What follows belongs to an exercise in optimizing a design on an open flow for a short achievable clock period and few clock cycles; a production flow would make more cautious choices.
Function was checked by simulation only, so behaviour that the tests miss may differ from the original.
Power is estimated from default activity; no workload was simulated.

<file path="flow/design.v">
`timescale 1ns / 1ps
module RV32Core(
    input wire CPU_CLK,
    input wire CPU_RST,
    output wire [31:0] CPU_InstRAM_A,
    input wire [31:0] CPU_InstRAM_RD,
    output wire [31:0] CPU_DataRAM_A,
    output wire [3:0] CPU_DataRAM_WE,
    output wire [31:0] CPU_DataRAM_WD,
    input wire [31:0] CPU_DataRAM_RD
    );
    localparam IB = 5;               
    localparam NB = 1 << IB;
    localparam TW = 8;               
    localparam TL = IB + 2;          
    wire clk = CPU_CLK;
    wire rst = CPU_RST;
    integer i;
    function [31:0] ksadd;
        input [31:0] a, b;
        input        cin;
        reg   [31:0] g, p, gn, pn, p0;
        integer k, d;
        begin
            p0 = a ^ b;
            g  = a & b;
            p  = p0;
            g[0] = g[0] | (p0[0] & cin);
            for (d = 1; d < 32; d = d * 2) begin
                gn = g;
                pn = p;
                for (k = d; k < 32; k = k + 1) begin
                    gn[k] = g[k] | (p[k] & g[k-d]);
                    pn[k] = p[k] & p[k-d];
                end
                g = gn;
                p = pn;
            end
            ksadd = p0 ^ {g[30:0], cin};
        end
    endfunction
    function ksltu;
        input [31:0] a, b;
        reg   [31:0] g, p, gn, pn;
        integer k, d;
        begin
            g = a & ~b;
            p = ~(a ^ b);
            g[0] = g[0] | p[0];
            for (d = 1; d < 32; d = d * 2) begin
                gn = g;
                pn = p;
                for (k = d; k < 32; k = k + 1) begin
                    gn[k] = g[k] | (p[k] & g[k-d]);
                    pn[k] = p[k] & p[k-d];
                end
                g = gn;
                p = pn;
            end
            ksltu = ~g[31];
        end
    endfunction
    reg  [31:0] pcF;
    reg              btb_v   [0:NB-1];
    reg  [TW-1:0]    btb_tag [0:NB-1];
    reg  [29:0]      btb_tgt [0:NB-1];
    reg  [1:0]       btb_ctr [0:NB-1];
    reg  [1:0]       btb_typ [0:NB-1];   
    reg  [29:0]      ras [0:7];
    reg  [2:0]       rasSp;
    reg              rwE;                
    reg  [2:0]       rwIdx;
    reg  [29:0]      rwVal;
    reg         ivI, svI;
    reg  [31:0] pcI, skidI;
    reg  [29:0] ptgtI;
    reg         predI, hitI;
    reg  [1:0]  ctrI;
    reg  [2:0]  spI;
    reg         pushI, popI;
    reg         vD;
    reg  [31:0] IR, pcD;
    reg  [29:0] ptgtD;
    reg         predD, hitD;
    reg  [1:0]  ctrD;
    reg  [2:0]  spD;
    reg         pushD, popD;
    reg  [31:0] pcE, pc4E, tgtE, constE, aRegE, bRegE, sRegE;
    reg  [2:0]  fAE, fBE, fSE;           
    reg  [29:0] ptgtE;
    reg  [4:0]  rdE, csrIdxE, zimmE;
    reg  [2:0]  f3E;
    reg         wrE, ldE, stE, brE, jalE, jalrE, csrWeE, lateE;
    reg         subE, sAddE, sSllE, sSrlE, sSraE, sSltE, sSltuE, sXorE, sOrE, sAndE, sConstE, sCsrE;
    reg         predE, hitE;
    reg  [1:0]  ctrE;
    reg         lsAE, lsBE;              
    reg         lbrE;                    
    reg  [2:0]  spE;
    reg         pushE, popE;
    reg  [31:0] resM, wdM, redirM, capAM, capBM;
    reg  [31:0] memA;                    
    reg  [3:0]  weM;
    reg  [4:0]  rdM;
    reg  [2:0]  f3M;
    reg         wrM, ldM, misM, lateM, lsAM, lsBM;
    reg  [9:0]  lopM;
    reg         lbrM, predM, tgtOkM, hitM;
    reg  [1:0]  ctrM;
    reg  [31:0] tgtM, pc4M, pcM;
    reg             buWe;
    reg  [IB-1:0]   buIdx;
    reg  [TW-1:0]   buTag;
    reg  [29:0]     buTgt;
    reg  [1:0]      buCtr;
    reg  [31:0] resW, capAW, capBW;
    reg  [4:0]  rdW;
    reg  [2:0]  f3W;
    reg  [1:0]  offW;
    reg         wrW, ldW, lateW, lsAW, lsBW;
    reg  [9:0]  lopW;
    reg         lbrW, predW, tgtOkW, hitW;
    reg  [1:0]  ctrW;
    reg  [31:0] tgtW, pc4W, pcW;
    reg         misX;
    reg  [31:0] redirX;
    reg         brM, misB, jrM;
    reg  [31:0] redirB;
    reg  [29:0] ptgtM;
    reg  [2:0]  spM, spW, spRecM, spRecB, spRecX;
    reg         pushRecM;
    reg  [29:0] pushValM;
    reg  [1:0]  buTyp;
    reg  [31:0] resX;
    reg  [4:0]  rdX;
    reg         wrX;
    reg  [31:0] RF  [1:31];
    reg  [31:0] CSR [0:31];
    wire [IB-1:0] idxF   = pcF[TL-1:2];
    wire          hitF   = btb_v[idxF] && (btb_tag[idxF] == pcF[TL+TW-1:TL]);
    wire [1:0]    ctrF   = btb_ctr[idxF];
    wire          predF  = hitF && ctrF[1];
    wire [1:0]    typF   = btb_typ[idxF];
    wire [29:0]   rasTop = (rwE && rwIdx == rasSp) ? rwVal : ras[rasSp];
    wire [29:0]   ptgtF  = typF[0] ? rasTop : btb_tgt[idxF];
    wire [31:0]   pc4F   = pcF + 32'd4;
    wire [31:0]   npcF   = predF ? {ptgtF, 2'b00} : pc4F;
    wire          pushF  = predF && typF[1];
    wire          popF   = predF && typF[0];
    wire [2:0]    spF    = pushF ? rasSp + 3'd1 : (popF ? rasSp - 3'd1 : rasSp);
    assign CPU_InstRAM_A = pcF;
    wire [31:0] instrI = svI ? skidI : CPU_InstRAM_RD;
    wire [6:0] opD  = IR[6:0];
    wire [4:0] rdD  = IR[11:7];
    wire [2:0] f3D  = IR[14:12];
    wire [4:0] rs1D = IR[19:15];
    wire [4:0] rs2D = IR[24:20];
    wire isLUI   = opD == 7'b0110111;
    wire isAUIPC = opD == 7'b0010111;
    wire isJAL   = opD == 7'b1101111;
    wire isJALR  = opD == 7'b1100111;
    wire isBR    = opD == 7'b1100011;
    wire isLD    = opD == 7'b0000011;
    wire isST    = opD == 7'b0100011;
    wire isOPI   = opD == 7'b0010011;
    wire isOP    = opD == 7'b0110011;
    wire isSYS   = opD == 7'b1110011;
    wire isCSR   = isSYS && (f3D[1:0] != 2'b00);
    wire ldOk    = (f3D == 3'd0) || (f3D == 3'd1) || (f3D == 3'd2) || (f3D == 3'd4) || (f3D == 3'd5);
    wire stOk    = (f3D == 3'd0) || (f3D == 3'd1) || (f3D == 3'd2);
    wire useRs1  = isOP || isOPI || isLD || isST || isBR || isJALR || (isCSR && !f3D[2]);
    wire useRs2  = isOP || isST || isBR;
    wire bIsRs2  = isOP || isBR;
    wire writesRd = isLUI || isAUIPC || isJAL || isJALR || isOP || isOPI || isCSR || (isLD && ldOk);
    wire wrD      = writesRd && (rdD != 5'd0);
    wire [31:0] immI = {{21{IR[31]}}, IR[30:20]};
    wire [31:0] immS = {{21{IR[31]}}, IR[30:25], IR[11:7]};
    wire [31:0] immB = {{20{IR[31]}}, IR[7], IR[30:25], IR[11:8], 1'b0};
    wire [31:0] immU = {IR[31:12], 12'b0};
    wire [31:0] immJ = {{12{IR[31]}}, IR[19:12], IR[20], IR[30:21], 1'b0};
    wire [31:0] immPc = isAUIPC ? immU : (isJAL ? immJ : immB);
    wire [31:0] tgtD  = ksadd(pcD, immPc, 1'b0);
    wire [31:0] pc4D  = pcD + 32'd4;
    wire [31:0] constD = isLUI ? immU : (isAUIPC ? tgtD : pc4D);
    wire [31:0] immAlu = isST ? immS : immI;
    wire opAlu   = isOP || isOPI;
    wire fnAdd   = opAlu && (f3D == 3'd0);
    wire fnSub   = isOP && (f3D == 3'd0) && IR[30];
    wire fnSll   = opAlu && (f3D == 3'd1);
    wire fnSlt   = opAlu && (f3D == 3'd2);
    wire fnSltu  = opAlu && (f3D == 3'd3);
    wire fnXor   = opAlu && (f3D == 3'd4);
    wire fnSrl   = opAlu && (f3D == 3'd5) && !IR[30];
    wire fnSra   = opAlu && (f3D == 3'd5) && IR[30];
    wire fnOr    = opAlu && (f3D == 3'd6);
    wire fnAnd   = opAlu && (f3D == 3'd7);
    wire fnConst = isLUI || isAUIPC || isJAL || isJALR;
    wire [31:0] rf1 = (rs1D == 5'd0) ? 32'd0 : ((wrX && rdX == rs1D) ? resX : RF[rs1D]);
    wire [31:0] rf2 = (rs2D == 5'd0) ? 32'd0 : ((wrX && rdX == rs2D) ? resX : RF[rs2D]);
    wire m1E = wrE && (rdE == rs1D);
    wire m1M = wrM && (rdM == rs1D);
    wire m1W = wrW && (rdW == rs1D);
    wire m2E = wrE && (rdE == rs2D);
    wire m2M = wrM && (rdM == rs2D);
    wire m2W = wrW && (rdW == rs2D);
    wire [2:0] f1D = m1E ? 3'b001 : (m1M ? 3'b010 : (m1W ? 3'b100 : 3'b000));
    wire [2:0] f2D = m2E ? 3'b001 : (m2M ? 3'b010 : (m2W ? 3'b100 : 3'b000));
    wire slowE  = ldE || lateE;
    wire slowM  = ldM || lateM;
    wire late1  = m1E && useRs1 && slowE;
    wire late2  = m2E && useRs2 && slowE;
    wire wait1  = !m1E && m1M && useRs1 && slowM;
    wire wait2  = !m2E && m2M && useRs2 && slowM;
    wire lateD  = (late1 || late2) && opAlu;
    wire lbrD   = (late1 || late2) && isBR;
    wire stall  = vD && (((late1 || late2) && !opAlu && !isBR) || wait1 || wait2 ||
                         (isST && lbrE) || (isCSR && (brE || jalrE || lbrE || lbrM)));
    wire [31:0] A = ({32{fAE[0]}} & resM) | ({32{fAE[1]}} & resW) | ({32{fAE[2]}} & resX) |
                    ({32{fAE == 3'b000}} & aRegE);
    wire [31:0] B = ({32{fBE[0]}} & resM) | ({32{fBE[1]}} & resW) | ({32{fBE[2]}} & resX) |
                    ({32{fBE == 3'b000}} & bRegE);
    wire [31:0] S = ({32{fSE[0]}} & resM) | ({32{fSE[1]}} & resW) | ({32{fSE[2]}} & resX) |
                    ({32{fSE == 3'b000}} & sRegE);
    wire        tgtOkE = (ptgtE == tgtE[31:2]) && (tgtE[1:0] == 2'b00);
    wire [31:0] sum  = ksadd(A, subE ? ~B : B, subE);
    wire        eq   = (A == B);
    wire        ltu  = ksltu(A, B);
    wire        lt   = ltu ^ A[31] ^ B[31];
    wire [31:0] sll  = A << B[4:0];
    wire [31:0] srl  = A >> B[4:0];
    wire [31:0] sra  = $signed(A) >>> B[4:0];
    wire [31:0] csrOld = CSR[csrIdxE];
    wire [31:0] csrSrc = f3E[2] ? {27'd0, zimmE} : A;
    wire [31:0] resE =
        ({32{sAddE}}   & sum) |
        ({32{sSllE}}   & sll) |
        ({32{sSrlE}}   & srl) |
        ({32{sSraE}}   & sra) |
        ({32{sSltE}}   & {31'd0, lt}) |
        ({32{sSltuE}}  & {31'd0, ltu}) |
        ({32{sXorE}}   & (A ^ B)) |
        ({32{sOrE}}    & (A | B)) |
        ({32{sAndE}}   & (A & B)) |
        ({32{sConstE}} & constE) |
        ({32{sCsrE}}   & csrOld);
    wire        killE   = misM || misB || misX;
    wire        misE    = !killE && (jalE ? !(predE && tgtOkE) : (jalrE ? !predE : (predE && !brE && !lbrE)));
    wire        callE   = jalE && (rdE == 5'd1 || rdE == 5'd5);
    wire        retE    = jalrE && (rdE == 5'd0) && (zimmE == 5'd1 || zimmE == 5'd5);
    wire [31:0] redirE  = jalE ? tgtE : (jalrE ? {sum[31:1], 1'b0} : pc4E);
    wire        eqM  = (capAM == capBM);
    wire        ltuM = ksltu(capAM, capBM);
    wire        ltM  = ltuM ^ capAM[31] ^ capBM[31];
    reg         condM;
    always @(*) begin
        case (f3M)
            3'b000: condM = eqM;
            3'b001: condM = !eqM;
            3'b100: condM = ltM;
            3'b101: condM = !ltM;
            3'b110: condM = ltuM;
            3'b111: condM = !ltuM;
            default: condM = 1'b0;
        endcase
    end
    wire        takenB = brM && condM;
    wire        jrBad  = (redirM[31:2] != ptgtM) || (redirM[1:0] != 2'b00);
    wire        misBc  = !misB && !misX && ((brM && (predM ? (!tgtOkM || !takenB) : takenB)) ||
                                            (jrM && jrBad));
    wire [31:0] redirBc = jrM ? redirM : (!predM ? tgtM : (tgtOkM ? pc4M : pcM));
    wire [3:0]  maskE = (f3E[1:0] == 2'b00) ? 4'b0001 : ((f3E[1:0] == 2'b01) ? 4'b0011 : 4'b1111);
    wire [3:0]  weE   = (stE && !killE) ? (maskE << sum[1:0]) : 4'b0000;
    wire [31:0] wdE   = S << {sum[1:0], 3'b000};
    wire [9:0]  lopE = {sAndE, sOrE, sXorE, sSltuE, sSltE, sSraE, sSrlE, sSllE, sAddE, subE};
    wire [31:0] ldSh = CPU_DataRAM_RD >> {offW, 3'b000};
    reg  [31:0] ldExt;
    always @(*) begin
        case (f3W)
            3'd0:    ldExt = {{24{ldSh[7]}}, ldSh[7:0]};
            3'd1:    ldExt = {{16{ldSh[15]}}, ldSh[15:0]};
            3'd4:    ldExt = {24'd0, ldSh[7:0]};
            3'd5:    ldExt = {16'd0, ldSh[15:0]};
            default: ldExt = CPU_DataRAM_RD;
        endcase
    end
    wire [31:0] LA   = lsAW ? resX : capAW;
    wire [31:0] LB   = lsBW ? resX : capBW;
    wire [31:0] lSum = ksadd(LA, lopW[0] ? ~LB : LB, lopW[0]);
    wire        lLtu = ksltu(LA, LB);
    wire        lLt  = lLtu ^ LA[31] ^ LB[31];
    wire [31:0] lSll = LA << LB[4:0];
    wire [31:0] lSrl = LA >> LB[4:0];
    wire [31:0] lSra = $signed(LA) >>> LB[4:0];
    wire [31:0] lateRes =
        ({32{lopW[1]}} & lSum) |
        ({32{lopW[2]}} & lSll) |
        ({32{lopW[3]}} & lSrl) |
        ({32{lopW[4]}} & lSra) |
        ({32{lopW[5]}} & {31'd0, lLt}) |
        ({32{lopW[6]}} & {31'd0, lLtu}) |
        ({32{lopW[7]}} & (LA ^ LB)) |
        ({32{lopW[8]}} & (LA | LB)) |
        ({32{lopW[9]}} & (LA & LB));
    wire [31:0] wdataW = ldW ? ldExt : (lateW ? lateRes : resW);
    wire        lEq = (LA == LB);
    reg         condL;
    always @(*) begin
        case (f3W)
            3'b000: condL = lEq;
            3'b001: condL = !lEq;
            3'b100: condL = lLt;
            3'b101: condL = !lLt;
            3'b110: condL = lLtu;
            3'b111: condL = !lLtu;
            default: condL = 1'b0;
        endcase
    end
    wire        takenL = lbrW && condL;
    wire        misL   = lbrW && !misX && (predW ? (!takenL || !tgtOkW) : takenL);
    wire [31:0] redirL = !predW ? tgtW : (tgtOkW ? pc4W : pcW);
    assign CPU_DataRAM_A  = memA;
    assign CPU_DataRAM_WE = (misB || misX) ? 4'b0000 : weM;
    assign CPU_DataRAM_WD = wdM;
    wire goD = vD && !stall && !killE;    
    always @(posedge clk) begin
        if (rst) begin
            pcF <= 32'd0;
            ivI <= 1'b0;
            svI <= 1'b0;
        end else if (misX) begin
            pcF <= redirX;
            ivI <= 1'b0;
            svI <= 1'b0;
        end else if (misB) begin
            pcF <= redirB;
            ivI <= 1'b0;
            svI <= 1'b0;
        end else if (misM) begin
            pcF <= redirM;
            ivI <= 1'b0;
            svI <= 1'b0;
        end else if (stall) begin
            if (ivI)
                svI <= 1'b1;
        end else begin
            pcF   <= npcF;
            ivI   <= 1'b1;
            svI   <= 1'b0;
        end
        if (!stall) begin
            pcI   <= pcF;
            ptgtI <= ptgtF;
            predI <= predF;
            hitI  <= hitF;
            ctrI  <= ctrF;
            spI   <= spF;
            pushI <= pushF;
            popI  <= popF;
        end
    end
    always @(posedge clk) begin
        if (rst)
            rasSp <= 3'd0;
        else if (misX)
            rasSp <= spRecX;
        else if (misB)
            rasSp <= spRecB;
        else if (misM)
            rasSp <= spRecM;
        else if (!stall)
            rasSp <= spF;
        rwE   <= !rst && !misX && !misB && (misM ? pushRecM : (!stall && pushF));
        rwIdx <= misM ? spRecM : spF;
        rwVal <= misM ? pushValM : pc4F[31:2];
        if (rwE)
            ras[rwIdx] <= rwVal;
    end
    always @(posedge clk)
        if (stall && !svI)
            skidI <= CPU_InstRAM_RD;
    always @(posedge clk) begin
        if (rst || killE)
            vD <= 1'b0;
        else if (!stall)
            vD <= ivI;
        if (!stall) begin
            IR    <= instrI;
            pcD   <= pcI;
            ptgtD <= ptgtI;
            predD <= predI;
            hitD  <= hitI;
            ctrD  <= ctrI;
            spD   <= spI;
            pushD <= pushI;
            popD  <= popI;
        end
    end
    always @(posedge clk) begin
        pcE     <= pcD;
        pc4E    <= pc4D;
        tgtE    <= tgtD;
        ptgtE   <= ptgtD;
        constE  <= constD;
        aRegE   <= rf1;
        bRegE   <= bIsRs2 ? rf2 : immAlu;
        sRegE   <= rf2;
        fAE     <= f1D;
        fBE     <= bIsRs2 ? f2D : 3'b000;
        fSE     <= f2D;
        rdE     <= rdD;
        csrIdxE <= IR[24:20];
        zimmE   <= rs1D;
        f3E     <= f3D;
        subE    <= fnSub;
        sAddE   <= fnAdd || isLD || isST;
        sSllE   <= fnSll;
        sSrlE   <= fnSrl;
        sSraE   <= fnSra;
        sSltE   <= fnSlt;
        sSltuE  <= fnSltu;
        sXorE   <= fnXor;
        sOrE    <= fnOr;
        sAndE   <= fnAnd;
        sConstE <= fnConst;
        sCsrE   <= isCSR;
        hitE    <= hitD;
        ctrE    <= ctrD;
        spE     <= spD;
        pushE   <= pushD;
        popE    <= popD;
        lsAE    <= late1;
        lsBE    <= late2;
        if (rst || !goD) begin
            wrE    <= 1'b0;
            ldE    <= 1'b0;
            stE    <= 1'b0;
            brE    <= 1'b0;
            jalE   <= 1'b0;
            jalrE  <= 1'b0;
            csrWeE <= 1'b0;
            predE  <= 1'b0;
            lateE  <= 1'b0;
            lbrE   <= 1'b0;
        end else begin
            wrE    <= wrD;
            ldE    <= isLD && ldOk;
            stE    <= isST && stOk;
            brE    <= isBR && !lbrD;
            jalE   <= isJAL;
            jalrE  <= isJALR;
            csrWeE <= isCSR && ((f3D[1:0] == 2'b01) || (rs1D != 5'd0));
            predE  <= predD;
            lateE  <= lateD;
            lbrE   <= lbrD;
        end
    end
    always @(posedge clk) begin
        if (rst) begin
            for (i = 0; i < 32; i = i + 1) CSR[i] <= 32'd0;
        end else if (csrWeE && !killE) begin
            for (i = 0; i < 32; i = i + 1)
                if (csrIdxE == i)
                    CSR[i] <= (f3E[1:0] == 2'b01) ? csrSrc :
                              ((f3E[1:0] == 2'b10) ? (CSR[i] | csrSrc) : (CSR[i] & ~csrSrc));
        end
    end
    always @(posedge clk) begin
        resM   <= resE;
        wdM    <= wdE;
        rdM    <= rdE;
        f3M    <= f3E;
        redirM <= redirE;
        capAM  <= A;
        capBM  <= B;
        lsAM   <= lsAE;
        lsBM   <= lsBE;
        lopM   <= lopE;
        predM  <= predE;
        tgtOkM <= tgtOkE;
        hitM   <= hitE;
        ctrM   <= ctrE;
        tgtM   <= tgtE;
        pc4M   <= pc4E;
        pcM    <= pcE;
        redirB <= redirBc;
        memA   <= sum;
        ptgtM  <= ptgtE;
        spM    <= spE;
        spRecB <= spM;
        spRecM <= (callE && !pushE) ? spE + 3'd1 : ((retE && !popE) ? spE - 3'd1 : spE);
        pushRecM <= callE && !pushE;
        pushValM <= pc4E[31:2];
        if (rst) begin
            weM   <= 4'b0000;
            wrM   <= 1'b0;
            ldM   <= 1'b0;
            misM  <= 1'b0;
            lateM <= 1'b0;
            lbrM  <= 1'b0;
            brM   <= 1'b0;
            jrM   <= 1'b0;
            misB  <= 1'b0;
        end else begin
            weM   <= weE;
            wrM   <= wrE && !killE;
            ldM   <= ldE && !killE;
            misM  <= misE;
            lateM <= lateE && !killE;
            lbrM  <= lbrE && !killE;
            brM   <= brE && !killE;
            jrM   <= jalrE && predE && !killE;
            misB  <= misBc;
        end
    end
    wire [1:0]  ctrIncW = (ctrW == 2'b11) ? 2'b11 : ctrW + 2'd1;
    wire [1:0]  ctrDecW = (ctrW == 2'b00) ? 2'b00 : ctrW - 2'd1;
    wire [1:0]  ctrIncM = (ctrM == 2'b11) ? 2'b11 : ctrM + 2'd1;
    wire [1:0]  ctrDecM = (ctrM == 2'b00) ? 2'b00 : ctrM - 2'd1;
    always @(posedge clk) begin
        if (lbrW) begin
            buIdx <= pcW[TL-1:2];
            buTag <= pcW[TL+TW-1:TL];
            buTgt <= tgtW[31:2];
            buCtr <= hitW ? (takenL ? ctrIncW : ctrDecW) : 2'b11;
            buTyp <= 2'b00;
        end else if (brM) begin
            buIdx <= pcM[TL-1:2];
            buTag <= pcM[TL+TW-1:TL];
            buTgt <= tgtM[31:2];
            buCtr <= hitM ? (takenB ? ctrIncM : ctrDecM) : 2'b11;
            buTyp <= 2'b00;
        end else begin
            buIdx <= pcE[TL-1:2];
            buTag <= pcE[TL+TW-1:TL];
            buTgt <= tgtE[31:2];
            buCtr <= 2'b11;
            buTyp <= {callE, retE};
        end
        if (rst)
            buWe <= 1'b0;
        else if (lbrW)
            buWe <= !misX && (hitW || takenL);
        else if (brM)
            buWe <= !misB && !misX && (hitM || takenB);
        else
            buWe <= !killE && (jalE || retE);
    end
    always @(posedge clk) begin
        if (rst) begin
            for (i = 0; i < NB; i = i + 1) btb_v[i] <= 1'b0;
        end else if (buWe) begin
            btb_v[buIdx] <= 1'b1;
        end
        if (buWe) begin
            btb_tag[buIdx] <= buTag;
            btb_tgt[buIdx] <= buTgt;
            btb_ctr[buIdx] <= buCtr;
            btb_typ[buIdx] <= buTyp;
        end
    end
    always @(posedge clk) begin
        resW  <= resM;
        rdW   <= rdM;
        f3W   <= f3M;
        offW  <= resM[1:0];
        capAW <= capAM;
        capBW <= capBM;
        lsAW  <= lsAM;
        lsBW  <= lsBM;
        lopW  <= lopM;
        predW  <= predM;
        tgtOkW <= tgtOkM;
        hitW   <= hitM;
        ctrW   <= ctrM;
        tgtW   <= tgtM;
        pc4W   <= pc4M;
        pcW    <= pcM;
        spW    <= spM;
        spRecX <= spW;
        redirX <= redirL;
        if (rst) begin
            wrW   <= 1'b0;
            ldW   <= 1'b0;
            lateW <= 1'b0;
            lbrW  <= 1'b0;
            misX  <= 1'b0;
        end else begin
            wrW   <= wrM && !misB && !misX;
            ldW   <= ldM && !misB && !misX;
            lateW <= lateM && !misB && !misX;
            lbrW  <= lbrM && !misB && !misX;
            misX  <= misL;
        end
    end
    always @(posedge clk) begin
        resX <= wdataW;
        rdX  <= rdW;
        if (rst)
            wrX <= 1'b0;
        else
            wrX <= wrW && !misX;
    end
    always @(posedge clk) begin
        if (rst) begin
            for (i = 1; i < 32; i = i + 1) RF[i] <= 32'd0;
        end else if (wrX) begin
            RF[rdX] <= resX;
        end
    end
endmodule
</file>
<file path="flow/constraint.sdc">
create_clock -name core_clock -period 12.0 [get_ports {CPU_CLK}]
set_input_delay 2.4000 -clock core_clock [delete_from_list [all_inputs] [get_ports {CPU_CLK}]]
set_output_delay 2.4000 -clock core_clock [all_outputs]
set_load 0.01 [all_outputs]
</file>
<file path="flow/standard.sh">
#!/bin/bash
# synth_recipe.tcl (not shown) runs the flow's synth.tcl, then flattens the netlist and writes it again
# the make line also repeats each setting of config.mk as NAME=value (left out here)
make -C /OpenROAD-flow-scripts/flow DESIGN_CONFIG=/design/flow/config.mk WORK_HOME=/design/flow/orfs CLKGATE_MAP_FILE= SYNTH_SCRIPT=/design/flow/synth_recipe.tcl "${@:-finish}"
</file>
<file path="flow/flow/run.sh">
#!/bin/bash
set -euo pipefail
export SETUP_SLACK_MARGIN=${SETUP_SLACK_MARGIN_OVERRIDE:-8.0}
bash standard.sh > standard.log 2>&1
</file>
<file path="flow/config.mk">
export PLATFORM = sky130hd
export DESIGN_NAME = RV32Core
export DESIGN_NICKNAME = RV32Core
export VERILOG_FILES = /design/flow/design.v
export SDC_FILE = /design/flow/constraint.sdc
export NUM_CORES = 4
export LEC_CHECK = 0
export ABC_CLOCK_PERIOD_IN_PS = 3500
export CAP_MARGIN = 20
export CORE_MARGIN = 2
export CORE_UTILIZATION = 50
export PLACE_DENSITY = 0.62
export SLEW_MARGIN = 20
</file>
==> results_tabular.tex, run 1 <==
\begin{tabular}{lr}
\hline
Metric & Value \\
\hline
\multicolumn{2}{l}{\textbf{Power and ir drop}} \\
Combinational share of power & 11.2\% \\
Static Leakage & roughly 88 nW \\
Net switching power & between 10 and 15 mW \\
Sequential cell fraction of total power & between 40\% and 50\% \\
Clock network fraction of design power & 41.4\% \\
Maximum VDD drop & around 0.00016 V \\
Switching share of power & a little over a quarter \\
Power density normalized to cell area & 157 mW/mm\^{}2 \\
Design internal power & slightly below 30 mW \\
Power consumption & just over 40 mW \\
\multicolumn{2}{l}{\textbf{Critical path}} \\
Max stage delay cell, worst path & sky130\_fd\_sc\_hd\_\_dfxtp\_4 \\
CP max stage delay & $\sim$360 ps \\
Type of the worst setup path & reg2out \\
Maximum fanout along the worst path & 5 \\
Category of the worst setup path capture point & primary output \\
Arrival time at the worst endpoint & just over 2000 ps \\
Chain of cells forming the critical path & nor2\_4 > buf\_12 > and2\_4 > buf\_6 \\
Startpoint types & flip-flop \\
Data required, critical path & approximately 9600 ps \\
\multicolumn{2}{l}{\textbf{Timing}} \\
Worst slew pin tran & 1250 ps \\
Fin crit period & 4420 ps \\
Post-route clock skew & 72.9 ps \\
Setup repair after global routing missed its margin & true \\
Slew headroom & 16.3\% \\
Total count of max-transition violations in the final report & 0 \\
Final count of hold timing violations & 0 \\
Final critical-path share of the clock period & 36.9\% \\
Setup Total Neg Slack & 0 ps \\
Setup violators final & 0 \\
Maximum clock frequency & between 200 and 250 MHz \\
\multicolumn{2}{l}{\textbf{Floorplan}} \\
Row count & approximately 240 \\
Area of the die & 0.450 mm\^{}2 \\
Die Y-Extent & 671 um \\
Number of primary I/O pins & 166 \\
Die Span X & 671 um \\
Standard cell core area & approximately 0.44 mm\^{}2 \\
Effective utilization at floorplan & around half \\
\multicolumn{2}{l}{\textbf{GRT}} \\
Grt ovf & 0 \\
Via count of the first global-routing pass & about 150k \\
Wire length of the first global-routing pass & about 1200 mm \\
Initial antenna violation count & slightly above 80 \\
Pin count of the biggest net entering global routing & 210 \\
Global-route usage over all layers & 38.0\% \\
\multicolumn{2}{l}{\textbf{Logic synthesis}} \\
Most common library cells after synthesis & sky130\_fd\_sc\_hd\_\_edfxtp\_1, sky130\_fd\_sc\_hd\_\_dfxtp\_1, sky130\_fd\_sc\_hd\_\_o21ai\_0, sky130\_fd\_sc\_hd\_\_a21oi\_1, sky130\_fd\_sc\_hd\_\_clkbuf\_1 \\
Number of enable-type register cells in the synthesized netlist & roughly 2,800 \\
Number of cells produced by synthesis & between 15,000 and 20,000 \\
Share of synthesized registers carrying an async set or reset & 0\% \\
Area fraction of the dominant cell type after synthesis & around 38\% \\
Mean post-synth cell area & 12.5 um\^{}2 \\
Main area contributors after synthesis & sky130\_fd\_sc\_hd\_\_edfxtp\_1, sky130\_fd\_sc\_hd\_\_dfxtp\_1, sky130\_fd\_sc\_hd\_\_mux4\_2 \\
Post-synth design cell area & 0.222 mm\^{}2 \\
Synth cell types & between 100 and 150 \\
Main flop type after synthesis & sky130\_fd\_sc\_hd\_\_edfxtp\_1 \\
Dominant cell by count in the synthesized netlist & sky130\_fd\_sc\_hd\_\_edfxtp\_1 \\
Yosys synthesis warning count & 2 \\
Flip-flop and latch count after synthesis & about 5,000 \\
Syn Nets & about 18,000 \\
Share of the yosys chip area belonging to registers & 57.7\% \\
Post-synth top area cell & sky130\_fd\_sc\_hd\_\_edfxtp\_1 \\
\multicolumn{2}{l}{\textbf{Clocking}} \\
Clock input transition at the sequential cells of the worst setup and hold paths & 60 ps \\
Maximum level of the CTS H-tree & 6 \\
\# hold bufs at CTS & 0 \\
CTS tree & done \\
Source-to-sink clock delay at the later pin of the worst-skew pair & between 1000 and 1500 ps \\
Number of sinks handled by clock tree synthesis & around 5,000 \\
Number of CTS-inserted buffers & 532 \\
CTS max path bufs & 4 \\
CTS root buf & sky130\_fd\_sc\_hd\_\_clkbuf\_16 \\
\multicolumn{2}{l}{\textbf{Routing}} \\
Post-DRT Antenna Nets & 0 \\
Number of DRC violations after detailed routing & 0 \\
Vias & 167,000 \\
Routed wire length & around 890 mm \\
Router iterations before antenna repair & 12 \\
Wire length per cell after detailed routing & about 37 um \\
DRT iter0 DRCs & $\sim$31,000 \\
Vias per cell & 6.90 \\
\multicolumn{2}{l}{\textbf{Final layout}} \\
Proportion of layout cells with a drive suffix above 1 & 20.9\% \\
P\&R area growth vs syn & 15.3\% \\
Non-Filler Instances & 24,200 \\
Number of nets at the end of the flow & approximately 18,000 \\
\multicolumn{2}{l}{\textbf{Placement}} \\
Post-detail-place hpwl & around 520 mm \\
Count of buffers from port buffering & 165 \\
Placed cell count & approximately 23,000 \\
Final GP Congestion & roughly 1.0 \\
\multicolumn{2}{l}{\textbf{Flow run}} \\
Number of max-capacitance violations reported & 0 \\
\multicolumn{2}{l}{\textbf{Status}} \\
Status & no timing/DRC/antenna violations \\
\multicolumn{2}{l}{\textbf{Min path}} \\
Path type of the worst min-delay path & reg2reg \\
\hline
\end{tabular}
==> layer usage <==
metal | wire length, um | share of wire (%) | global-route usage, %
met2 | 371000 | 42 | 54.2
met4 | 71600 | 8.1 | 24.4
met3 | 123000 | 14 | 11.1
met1 | 323000 | 36 | 50.8
met5 | 327 | 0.037 | 0.128
==> power groups by stage <==
stage	Clock [mW]	Combinational (mW)	Sequential [mW]
floorplan	0	2.32	19.1
global placement	0	3.83	19.4
detailed placement	0	3.84	19.4
CTS	16.7	4.14	19.1
global route	17.4	4.60	19.2
finish	16.7	4.50	19.2
==> logic make-up after synthesis <==
kind of cell | count (synthesis) | share of synthesized area [%]
flops | 5004 | 57.7
mux | 1814 | 14.4
simple gates | 4048 | 9.17
buf+inv | 1907 | 3.34
compound gates | 4448 | 12.3
xor+xnor | 308 | 1.22
fa+ha+maj | 325 | 1.84
==> cells in the final DEF, fill, tap and decap left out, types with 60 or more instances in the layout <==
cell	Yosys	layout
sky130_fd_sc_hd__edfxtp_1	2814	2814
sky130_fd_sc_hd__nor2_1	706	555
sky130_fd_sc_hd__a21oi_1	1396	1370
sky130_fd_sc_hd__buf_6	11	149
sky130_fd_sc_hd__clkdlybuf4s50_1	0	64
sky130_fd_sc_hd__clkbuf_8	0	95
sky130_fd_sc_hd__and2_1	1074	1032
sky130_fd_sc_hd__a22o_1	210	210
sky130_fd_sc_hd__nand4_1	106	106
sky130_fd_sc_hd__clkbuf_1	1359	126
sky130_fd_sc_hd__a211oi_1	260	250
sky130_fd_sc_hd__dfxtp_1	2190	2044
sky130_fd_sc_hd__xor2_1	115	106
sky130_fd_sc_hd__a221oi_1	228	219
sky130_fd_sc_hd__o21ai_0	1433	1345
sky130_fd_sc_hd__a21o_1	96	96
sky130_fd_sc_hd__inv_1	266	238
sky130_fd_sc_hd__mux2_2	103	102
sky130_fd_sc_hd__clkbuf_16	0	564
sky130_fd_sc_hd__nor3_1	120	92
sky130_fd_sc_hd__nor2_4	0	112
sky130_fd_sc_hd__dfxtp_4	0	103
sky130_fd_sc_hd__xnor2_1	192	173
sky130_fd_sc_hd__clkinv_2	0	77
sky130_fd_sc_hd__buf_4	13	632
sky130_fd_sc_hd__a222oi_1	97	97
sky130_fd_sc_hd__nand3_1	959	950
sky130_fd_sc_hd__nand2_1	804	750
sky130_fd_sc_hd__ha_1	322	298
sky130_fd_sc_hd__a22oi_1	193	192
sky130_fd_sc_hd__o21a_1	65	60
sky130_fd_sc_hd__mux4_2	1087	1087
sky130_fd_sc_hd__mux2i_1	593	534
==> critical path, delay by kind of cell, from the launching register on <==
kind | cells | cell delay [ps]
flip-flops | 1 | 360
AND/OR/NAND/NOR | 2 | 330
buffers and inverters | 2 | 270
==> final timing paths <==
kind                 from                 to  slack [ps]  cells after the start
setup / recovery     misX  CPU_DataRAM_WE[1]        7580                      4
hold / removal    pcE[20]            pcM[20]         320                      0
setup reg to reg     lsAW           buCtr[0]        7780                     14
hold reg to reg   pcE[20]            pcM[20]         320                      0
==> area by class of cell <==
type / count / area [um^2]
clock inverter: 204 / 2120
fill: 35300 / 186000
multi-input combinational: 10900 / 91000
sequential: 5004 / 129000
timing repair buffer: 1018 / 10600
tap: 5904 / 7390
antenna: 56 / 140
inverter: 273 / 1130
clock buffer: 765 / 15400
==> through the flow <==
stage / utilization (%) / setup slack (ps) / instance area (um^2) / hold WS [ps]
6_report: 58.0 / 7580 / 257000 / 319
3_5_place_dp: 52.2 / 5640 / 231000 / 312
5_1_grt: 58.0 / 7580 / 256000 / 326
3_3_place_gp: 52.1 / 5610 / 231000 / 310
2_1_floorplan: - / 7720 / 223000 / 310
4_1_cts: 57.3 / 7550 / 253000 / 324
==> what timing repair did <==
| item | in CTS | in global routing |
|---|---|---|
| gates resized for setup | 1178 | 316 |
| setup buffers | 173 | 144 |
| endpoints found under the setup margin | 1904 | 1440 |
| pin swaps | 87 | 158 |
| cloned | 32 | 16 |
| hold endpoints to repair | 0 | 0 |
Testbench counts, summed over its fixed seeds: cycles 699,231.
==> inputs of run 2 (changes only) <==
--- a/flow/design.v
+++ b/flow/design.v
@@ -125,4 +125,5 @@
     reg         misX;
     reg  [31:0] redirX;
+    reg         dropWe;                  
     reg         brM, misB, jrM;
     reg  [31:0] redirB;
@@ -320,5 +321,5 @@
     wire [31:0] redirL = !predW ? tgtW : (tgtOkW ? pc4W : pcW);
     assign CPU_DataRAM_A  = memA;
-    assign CPU_DataRAM_WE = (misB || misX) ? 4'b0000 : weM;
+    assign CPU_DataRAM_WE = dropWe ? 4'b0000 : weM;
     assign CPU_DataRAM_WD = wdM;
     wire goD = vD && !stall && !killE;    
@@ -592,4 +593,5 @@
             misX  <= misL;
         end
+        dropWe <= !rst && (misBc || misL);
     end
     always @(posedge clk) begin
--- a/flow/config.mk
+++ b/flow/config.mk
@@ -9,5 +9,5 @@
 export CAP_MARGIN = 20
 export CORE_MARGIN = 2
-export CORE_UTILIZATION = 50
-export PLACE_DENSITY = 0.62
+export CORE_UTILIZATION = 60
+export PLACE_DENSITY = 0.7
 export SLEW_MARGIN = 20
==> run 2 against run 1 <==
Total power shrank 0.22%; area after synthesis barely moved; clock skew decreased by 26 ps; clock-buffer cell count fell by 6; fmax increased by 0.34%; register-to-register slack worse by 110 ps; die area shrank 17%; via count grew 1.9%; critical path type unchanged; critical endpoint unchanged; largest cell class unchanged.
==> results_tabular.tex, run 2 <==
\begin{tabular}{lr}
\hline
Metric & Value \\
\hline
\multicolumn{2}{l}{\textbf{Floorplan}} \\
Area of the die & 0.375 mm\^{}2 (-17\%) \\
Effective utilization at floorplan & 60.3\% (+10 points) \\
Row count & 223 (-8.6\%) \\
Die Span X & 613 um (-8.7\%) \\
Die Y-Extent & 613 um (-8.7\%) \\
Standard cell core area & 0.369 mm\^{}2 (-17\%) \\
Number of primary I/O pins & 166 (unchanged) \\
\multicolumn{2}{l}{\textbf{Clocking}} \\
Maximum level of the CTS H-tree & 6 (unchanged) \\
CTS tree & done \\
Number of CTS-inserted buffers & 527 (-0.94\%) \\
CTS max path bufs & 4 (unchanged) \\
CTS root buf & sky130\_fd\_sc\_hd\_\_clkbuf\_16 \\
Number of sinks handled by clock tree synthesis & 5,005 (+0.020\%) \\
Source-to-sink clock delay at the later pin of the worst-skew pair & 1090 ps (-30 ps) \\
Clock input transition at the sequential cells of the worst setup and hold paths & 70 ps (about the same) \\
\# hold bufs at CTS & 0 (unchanged) \\
\multicolumn{2}{l}{\textbf{Routing}} \\
Post-DRT Antenna Nets & 0 (unchanged) \\
Router iterations before antenna repair & 15 (+3) \\
Vias & 170,000 (+1.9\%) \\
Routed wire length & 891 mm (+0.29\%) \\
Vias per cell & 7.23 (+4.8\%) \\
DRT iter0 DRCs & 30,900 (+0.95\%) \\
Number of DRC violations after detailed routing & 0 (unchanged) \\
Wire length per cell after detailed routing & 37.9 um (+3.1\%) \\
\multicolumn{2}{l}{\textbf{Logic synthesis}} \\
Main combinational cell family by area after synthesis & multiplexers \\
Flip-flop and latch count after synthesis & 5,005 (+0.020\%) \\
Synth cell types & 94 (-6.9\%) \\
XOR/XNOR Fraction of Synth Area & 1.27\% (+0.053 points) \\
Syn Nets & 18,400 (+0.72\%) \\
Number of enable-type register cells in the synthesized netlist & 2,814 (unchanged) \\
Synthesized-area fraction occupied by ao, oa, aoi and oai cells & 12.4\% (+0.095 points) \\
Area fraction of the dominant cell type after synthesis & 38.0\% (about the same) \\
Simple logic cell fraction of the synthesized area & 9.48\% (+0.31 points) \\
Post-Synth Adder-Cell Area & 1.86\% (+0.019 points) \\
Mean post-synth cell area & 12.4 um\^{}2 (-0.79\%) \\
Post-synth top area cell & sky130\_fd\_sc\_hd\_\_edfxtp\_1 \\
Number of cells produced by synthesis & 18,000 (+0.73\%) \\
Main flop type after synthesis & sky130\_fd\_sc\_hd\_\_edfxtp\_1 \\
Dominant cell by count in the synthesized netlist & sky130\_fd\_sc\_hd\_\_edfxtp\_1 \\
Main area contributors after synthesis & sky130\_fd\_sc\_hd\_\_edfxtp\_1, sky130\_fd\_sc\_hd\_\_dfxtp\_1, sky130\_fd\_sc\_hd\_\_mux4\_2 \\
Mux cell area share after synthesis & 13.9\% (-0.51 points) \\
Yosys synthesis warning count & 2 (unchanged) \\
Most common library cells after synthesis & sky130\_fd\_sc\_hd\_\_edfxtp\_1, sky130\_fd\_sc\_hd\_\_dfxtp\_1, sky130\_fd\_sc\_hd\_\_o21ai\_0, sky130\_fd\_sc\_hd\_\_a21oi\_1, sky130\_fd\_sc\_hd\_\_clkbuf\_1 \\
Share of the yosys chip area belonging to registers & 57.7\% (about the same) \\
Post-synth design cell area & 0.222 mm\^{}2 (about the same) \\
Share of synthesized registers carrying an async set or reset & 0\% (unchanged) \\
\multicolumn{2}{l}{\textbf{Status}} \\
Status & no timing/DRC/antenna violations \\
\multicolumn{2}{l}{\textbf{Timing}} \\
Setup repair after global routing missed its margin & true \\
Worst slew pin tran & 1490 ps (+233 ps) \\
Slew headroom & 0.794\% (-16 points) \\
Final critical-path share of the clock period & 36.7\% (-0.13 points) \\
Setup Total Neg Slack & 0 ps (unchanged) \\
Fin crit period & 4410 ps (-15.1 ps) \\
Worst-case setup margin in the final layout & 7590 ps (+15.1 ps) \\
Total count of max-transition violations in the final report & 0 (unchanged) \\
Worst hold margin & 324 ps (+5.13 ps) \\
Setup violators final & 0 (unchanged) \\
Maximum clock frequency & 227 MHz (+0.34\%) \\
Post-route clock skew & 46.6 ps (-26.3 ps) \\
Final count of hold timing violations & 0 (unchanged) \\
\multicolumn{2}{l}{\textbf{Power and ir drop}} \\
Static Leakage & 88.6 nW (+0.48\%) \\
Power density normalized to cell area & 156 mW/mm\^{}2 (-0.58\%) \\
Maximum VDD drop & 0.000179 V (+11\%) \\
Power consumption & 40.3 mW (-0.22\%) \\
\multicolumn{2}{l}{\textbf{Critical path}} \\
Category of the worst setup path capture point & primary output \\
CP max stage delay & 410 ps (+50 ps) \\
Top delay family on crit path & flip-flops \\
Arrival time at the worst endpoint & 2010 ps (about the same) \\
Data required, critical path & 9600 ps (about the same) \\
Max stage delay cell, worst path & sky130\_fd\_sc\_hd\_\_dfxtp\_4 \\
Chain of cells forming the critical path & nor2b\_4 > buf\_6 \\
Startpoint types & flip-flop \\
Maximum fanout along the worst path & 4 (-1) \\
Register-to-Register Setup Slack & 7670 ps (-110 ps) \\
Buffer and inverter count on the worst path & 1 (-1) \\
Type of the worst setup path & reg2out \\
\multicolumn{2}{l}{\textbf{Placement}} \\
Final GP Congestion & 1.04 (+4.2\%) \\
Pre-CTS setup slack & 5400 ps (-239 ps) \\
Count of buffers from port buffering & 165 (unchanged) \\
Post-detail-place hpwl & 513 mm (-1.3\%) \\
Cell area reported after detailed placement & 0.229 mm\^{}2 (-0.58\%) \\
\multicolumn{2}{l}{\textbf{GRT}} \\
Pin count of the biggest net entering global routing & 200 (-4.8\%) \\
Via count of the first global-routing pass & 157,000 (+1.5\%) \\
Initial antenna violation count & 104 (+28\%) \\
Global-route usage over all layers & 45.8\% (+7.8 points) \\
Wire length of the first global-routing pass & 1210 mm (-0.42\%) \\
Grt ovf & 0 (unchanged) \\
\multicolumn{2}{l}{\textbf{Final layout}} \\
Most frequent cells in the layout & sky130\_fd\_sc\_hd\_\_edfxtp\_1, sky130\_fd\_sc\_hd\_\_dfxtp\_1, sky130\_fd\_sc\_hd\_\_a21oi\_1 \\
Number of nets at the end of the flow & 18,400 (+1.3\%) \\
Proportion of layout cells with a drive suffix above 1 & 21.6\% (+0.75 points) \\
P\&R area growth vs syn & 15.8\% \\
Final Instance Area & 0.257 mm\^{}2 (+0.37\%) \\
Most common cell after layout, fill and taps aside & sky130\_fd\_sc\_hd\_\_edfxtp\_1 \\
\multicolumn{2}{l}{\textbf{Flow run}} \\
Number of max-capacitance violations reported & 0 (unchanged) \\
\multicolumn{2}{l}{\textbf{Min path}} \\
Path type of the worst min-delay path & reg2reg \\
\hline
\end{tabular}
[run 2: cell types whose count changed after synthesis, sizes merged, moves of 24 or more]
cell | before | now
nand2 | 805 | 900
mux2i | 595 | 520
a22oi | 193 | 120
nor2 | 706 | 754
a21oi | 1396 | 1436
o21ai | 1442 | 1482
nor3 | 125 | 91
mux2 | 121 | 89
clkbuf | 1359 | 1390
inv | 271 | 245
a22o | 210 | 234
o22ai | 38 | 62
[run 2: logic make-up (layout without fill, tap and decap cells)]
logic type	after synthesis	after routing
AOI/OAI and AO/OA	4499	4499
adders and majority gates	329	329
DFF	5005	5005
xor gates and xnor gates	322	322
buffers and inverters	1906	2349
muxes	1706	1706
and+or+nand+nor	4218	4236
other	0	119
[run 2: area by class of cell]
cell class / instances / area, um^2
Antenna cell: 119 / 298
Clock buffer: 759 / 15100
Clock inverter: 197 / 2150
Fill cell: 25500 / 111000
Inverter: 253 / 1080
Multi-Input combinational cell: 11100 / 91600
Sequential cell: 5005 / 129000
Tap cell: 4950 / 6190
Timing Repair Buffer: 1140 / 12200
[run 2: final timing paths]
| path | from | to | depth (start not counted) |
|---|---|---|---|
| setup reg to reg | csrIdxE[0] | flip-flop | 8 |
| setup / recovery | dropWe | CPU_DataRAM_WE[1] | 2 |
| hold reg to reg | pcE[29] | pcM[29] | 0 |
| hold / removal | pcE[29] | pcM[29] | 0 |
[run 2: per-layer routing]
metal	vias to the layer above	part of all wire [%]	GRT usage (%)
met4	62	9.9	35.4
met2	14600	41	63.6
met5	-	0.063	0.103
met3	3789	15	15.4
met1	83200	34	59.3
li1	68300	-	-
[run 2: stage by stage]
stage,cells,util (%)
floorplan,18000,-
global placement,21900,62.1
detailed placement,21900,62.2
CTS,23200,68.7
global route,23400,69.8
finish,23500,69.8
[run 2: timing repair]
| action | in CTS | in global routing |
|---|---|---|
| pin swaps | 136 | 226 |
| setup endpoints to repair | 2754 | 1255 |
| gates resized for setup | 1299 | 362 |
| cloned | 52 | 26 |
| buffers inserted | 239 | 185 |
[run 2: report_power, final]
group	total (mW)	internal [mW]	leakage (nW)	switching, mW
Combinational	4.62	1.69	35.3	2.93
Sequential	19.1	18.5	44.8	0.565
Clock	16.6	9.39	8.48	7.18
Total	40.3	29.6	88.6	10.7
Testbench counts of run 2, summed over its fixed seeds: cycles 699,231.

[re-timing with driven ports]
In the flow no input, the clock included, has a driving cell. The finished layouts below were timed again as built, in two steps. Step 1: set_driving_cell puts a clkbuf_16 on CPU_CLK and a buf_2 on each other input, an assumption about the parent block. Step 2 times the ports against the registers' clock, not the clock port: input delays grow and output delays shrink by t, the midpoint of the rising clock arrivals with the driver on. Three values: ideal, step 1, step 2; two values: the first two.
run	shift t [ns]	slack for setup (ns)	latest minus earliest clock arrival (ns)	slew at the worst register clock pin (ns)	pins driven straight from the clock port
run 1	1.181	7.578 / 7.476 / 6.832	0.081 / 0.082	0.07 / 0.07	1
run 2	1.199	7.593 / 7.465 / 6.626	0.061 / 0.061	0.07 / 0.07	1
After both steps every run listed still meets setup and hold. For run 2, which loses most, drivers alone change the setup slack by -0.128 ns; drivers and shift together by -0.967 ns.
